What follows belongs to an exercise in optimizing a design on an open flow for small area, a short achievable clock period and few clock cycles per item; a production flow would make more cautious choices.
Where RTL was checked, it was by simulation tests only, not by an equivalence proof against the original.
No activity file was given, so power comes from the tool's default toggle rates.

==> flow/design.v <==
module SHA1_hash (
    input              clk,
    input              nreset,
    input              start_hash,
    input      [31:0]  message_addr,
    input      [31:0]  message_size,
    output     [159:0] hash,
    output reg         done,
    input      [31:0]  port_A_data_out,
    output     [15:0]  port_A_addr
);
localparam [31:0] H0I = 32'h67452301, H1I = 32'hefcdab89, H2I = 32'h98badcfe,
                  H3I = 32'h10325476, H4I = 32'hc3d2e1f0;
localparam [31:0] K0 = 32'h5a827999, K1 = 32'h6ed9eba1, K2 = 32'h8f1bbcdc,
                  K3 = 32'hca62c1d6;
reg        run;         
reg        first;       
reg        lastblk;     
reg        past;        
reg [6:0]  t;           
reg [14:0] rq;          
reg [13:0] raddr;       
reg        c_inc;       
reg        c_ld;        
reg        c_ldw;       
reg        c_part;      
reg        c_len;       
reg        c_hupd;      
reg        c_hxa;       
reg        c_ldc;       
reg        c_ldb;       
reg        c_lda;       
reg [1:0]  c_k;         
reg        c_ch, c_maj; 
reg        c_fin;       
assign port_A_addr = {raddr, 2'b00};
wire start  = !run && !done && start_hash;
wire finish = run && c_fin;
wire run_n  = start || (run && !c_fin);
wire       first_n = !run || (first && t != 7'd81);
wire [6:0] tn = !run ? 7'd76 : (t == 7'd81) ? 7'd0 : t + 7'd1;
wire       ldn = (tn >= 7'd79) || (tn <= 7'd12);
always @(posedge clk or negedge nreset) begin
    if (!nreset) begin
        run    <= 1'b0;
        done   <= 1'b0;
        raddr  <= 14'd0;
        c_hupd <= 1'b0;
    end else begin
        run    <= run_n;
        c_hupd <= run_n && (tn >= 7'd76) && (tn <= 7'd80);
        if (finish)
            done <= 1'b1;
        if (start)
            raddr <= message_addr[15:2];
        else if (run && c_inc)
            raddr <= raddr + 14'd1;
    end
end
always @(posedge clk) begin
    t      <= tn;
    c_inc  <= (tn >= 7'd78) || (tn <= 7'd11);
    c_ld   <= ldn;
    c_ldw  <= run && (t >= 7'd78 || t <= 7'd11);
    c_part <= c_ld ? (rq == 15'd1) : (rq == 15'd0);
    c_len  <= (tn == 7'd12) && past;
    c_hxa  <= (tn >= 7'd79);
    c_ldc  <= (tn == 7'd79) || (tn == 7'd80);
    c_ldb  <= (tn == 7'd80);
    c_lda  <= (tn >= 7'd80);
    c_k    <= (tn <= 7'd16 || tn >= 7'd79) ? 2'd0 :
              (tn <= 7'd36) ? 2'd1 : (tn <= 7'd56) ? 2'd2 : 2'd3;
    c_ch   <= (tn <= 7'd18) || (tn == 7'd81);
    c_maj  <= (tn >= 7'd39) && (tn <= 7'd58);
    c_fin  <= (tn == 7'd80) && lastblk;
    first <= first_n;
    if (!run) begin
        rq      <= message_size[16:2];
        lastblk <= 1'b0;
        past    <= 1'b0;
    end else begin
        if (c_ld)
            rq <= rq - 15'd1;
        if (c_ld && c_part)
            past <= 1'b1;
        if (c_ld && c_len)
            lastblk <= 1'b1;
    end
end
wire [31:0] word_in = {port_A_data_out[7:0], port_A_data_out[15:8],
                       port_A_data_out[23:16], port_A_data_out[31:24]};
wire        w_full = !past && !c_part;
reg  [31:0] mword;
always @* begin
    if (w_full)
        mword = word_in;
    else if (c_part)
        case (message_size[1:0])
            2'd0: mword = 32'h80000000;
            2'd1: mword = {word_in[31:24], 24'h800000};
            2'd2: mword = {word_in[31:16], 16'h8000};
            default: mword = {word_in[31:8], 8'h80};
        endcase
    else if (c_len)
        mword = {12'd0, message_size[16:0], 3'b000};
    else
        mword = 32'd0;
end
reg  [31:0] W [0:15];
wire [31:0] wx = W[13] ^ W[8] ^ W[2] ^ W[0];
integer i;
always @(posedge clk) begin
    for (i = 0; i < 15; i = i + 1)
        W[i] <= W[i+1];
    W[15] <= c_ldw ? mword : {wx[30:0], wx[31]};
end
function [31:0] add32;
    input [31:0] x, y;
    reg [31:0] g, p, g2, p2;
    integer k, d;
    begin
        g = x & y;
        p = x ^ y;
        for (d = 1; d < 32; d = d * 2) begin
            g2 = g;
            p2 = p;
            for (k = 0; k < 32; k = k + 1)
                if (k & d) begin
                    g2[k] = g[k] | (p[k] & g[(k & ~(d - 1)) - 1]);
                    p2[k] = p[k] & p[(k & ~(d - 1)) - 1];
                end
            g = g2;
            p = p2;
        end
        add32 = x ^ y ^ {g[30:0], 1'b0};
    end
endfunction
reg [31:0] A, B, C, CK, Y, Z;
reg [31:0] Q0, Q1, Q2, Q3, Q4;
assign hash = {Q0, Q1, Q2, Q3, Q4};
wire [31:0] Br = {B[1:0], B[31:2]};    
reg [31:0] kz;
always @* begin
    case (c_k)
        2'd0: kz = K0;
        2'd1: kz = K1;
        2'd2: kz = K2;
        default: kz = K3;
    endcase
end
wire [31:0] fy = c_ch  ? ((A & Br) | (~A & C)) :
                 c_maj ? ((A & Br) | (A & C) | (Br & C)) :
                         (A ^ Br ^ C);
wire [31:0] hx = (!c_hupd || first) ? 32'd0 : c_hxa ? A : {A[1:0], A[31:2]};
wire [31:0] hq;
reg  [31:0] hinit;
always @* begin
    case (t[2:0])
        3'd4: hinit = H4I;    
        3'd5: hinit = H3I;
        3'd6: hinit = H2I;
        3'd7: hinit = H1I;
        default: hinit = H0I;  
    endcase
end
assign hq = !c_hupd ? Q0 : first ? hinit : Q4;
wire [31:0] hsum = add32(hq, hx);
always @(posedge clk) begin
    Z <= add32(CK, W[15]);
    CK <= add32(c_ldc ? Q2 : Br, kz);
    Y <= add32(fy, Z);
    A <= c_lda ? Q0 : add32({A[26:0], A[31:27]}, Y);
    B <= c_ldb ? {Q1[29:0], Q1[31:30]} : A;
    C <= c_ldc ? Q2 : Br;
    Q0 <= hsum;
    if (c_hupd) begin
        Q1 <= Q0;
        Q2 <= Q1;
        Q3 <= Q2;
        Q4 <= Q3;
    end
end
endmodule
clock: 6.0 ns
lec_check: 0
cap_margin: 20
core_margin: 2
core_utilization: 40
setup_slack_margin: 3.1
slew_margin: 20
tns_end_percent: 10
standard.sh (not shown) runs the stock make flow with config.mk's settings and CLKGATE_MAP_FILE= SYNTH_SCRIPT=/design/flow/synth_recipe.tcl, a recipe that flattens the netlist after the stock synthesis.
==> flow/flow/run.sh <==
#!/bin/bash
# Own flow: the standard layout (standard.sh) with three changes:
# - synthesis maps adders without Yosys's full-adder extraction
#   (ADDER_MAP_FILE empty) and with a delay-driven ABC script
#   (flow/abc_speed.script, copied over ORFS's);
# - ports are buffered with a plain buffer instead of a delay buffer;
# - clock tree sinks are clustered in groups of up to 30 flip-flops at most
#   80 um across, without dummy loads.
# Each step's output goes to a log file of its own here.
set -euo pipefail
W=$PWD
rm -rf "$W/scripts_own"
cp -r "$FLOW_HOME/scripts" "$W/scripts_own"
cp "$W/flow/abc_speed.script" "$W/scripts_own/abc_speed.script"
bash standard.sh SCRIPTS_DIR="$W/scripts_own" ADDER_MAP_FILE= synth > "$W/synth.log" 2>&1
bash standard.sh "BUFFER_PORTS_ARGS=-buffer_cell sky130_fd_sc_hd__buf_1" \
  "CTS_ARGS=-sink_clustering_enable -repair_clock_nets -sink_clustering_size 30 -sink_clustering_max_diameter 80 -buf_list sky130_fd_sc_hd__clkbuf_16 -dont_use_dummy_load" > "$W/layout.log" 2>&1
==> flow/flow/abc_speed.script <==
strash
dch
map -D 1800
buffer -c
upsize -c -D 1800
dnsize -c -D 1800
Edit:
--- a/flow/design.v
+++ b/flow/design.v
@@ -149,33 +149,31 @@
     endcase
 end
 wire [31:0] fy = c_ch  ? ((A & Br) | (~A & C)) :
                  c_maj ? ((A & Br) | (A & C) | (Br & C)) :
                          (A ^ Br ^ C);
-wire [31:0] hx = (!c_hupd || first) ? 32'd0 : c_hxa ? A : {A[1:0], A[31:2]};
-wire [31:0] hq;
+wire [31:0] hx = c_hxa ? A : {A[1:0], A[31:2]};
+wire [31:0] hsum = add32(Q4, hx);
 reg  [31:0] hinit;
 always @* begin
     case (t[2:0])
         3'd4: hinit = H4I;    
         3'd5: hinit = H3I;
         3'd6: hinit = H2I;
         3'd7: hinit = H1I;
         default: hinit = H0I;  
     endcase
 end
-assign hq = !c_hupd ? Q0 : first ? hinit : Q4;
-wire [31:0] hsum = add32(hq, hx);
 always @(posedge clk) begin
     Z <= add32(CK, W[15]);
     CK <= add32(c_ldc ? Q2 : Br, kz);
     Y <= add32(fy, Z);
     A <= c_lda ? Q0 : add32({A[26:0], A[31:27]}, Y);
     B <= c_ldb ? {Q1[29:0], Q1[31:30]} : A;
     C <= c_ldc ? Q2 : Br;
-    Q0 <= hsum;
     if (c_hupd) begin
+        Q0 <= first ? hinit : hsum;
         Q1 <= Q0;
         Q2 <= Q1;
         Q3 <= Q2;
         Q4 <= Q3;
     end
After rerunning: Via count decreases by 5.1%. Utilization decreases by 1.2 points. Global-route usage decreases by 0.68 points. Total power increases by 110%. Worst setup slack improves by 0.086 ns. Routed wire length decreases by 7.6%. Cell area decreases by 2.9%. Maximum frequency increases by 3.0%. Non-clock buffer count decreases by 52. Clock-buffer cell count increases by 2. Die area decreases by 0.64%. Clock skew increases by 0.012 ns.
Testbench counts after the change, summed over its fixed seeds: cycles 214,546, bytes 152,657.
The RTL of the first run of this note was laid out without a check of its function.

static timing again, ports no longer ideal:
The results above use ideal ports. As a check the final layouts listed here were re-extracted and re-timed, cells and wires unchanged.
Step 1: set_driving_cell puts a clkbuf_16 on clk and a buf_2 on each other input, an assumption about the parent block.
Step 2 times the ports against the registers' clock, not the clock port: input delays grow and output delays shrink by t, the midpoint of the rising clock arrivals with the driver on.
Slacks: ideal ports / drivers / drivers and shift; pairs: ideal ports / drivers.
| run | t (ns) | setup slack, ns | worst slew at a driven data input, ns |
|---|---|---|---|
| the first run | 0.649 | 3.066 / 3.066 / 2.835 | 0.09 |
| the second run | 0.636 | 3.152 / 3.152 / 2.896 | 0.10 |
After both steps setup and hold are still met in every run listed. The setup slack of the second run, which loses most, moves by 0.000 ns with the drivers and by -0.256 ns with both steps.
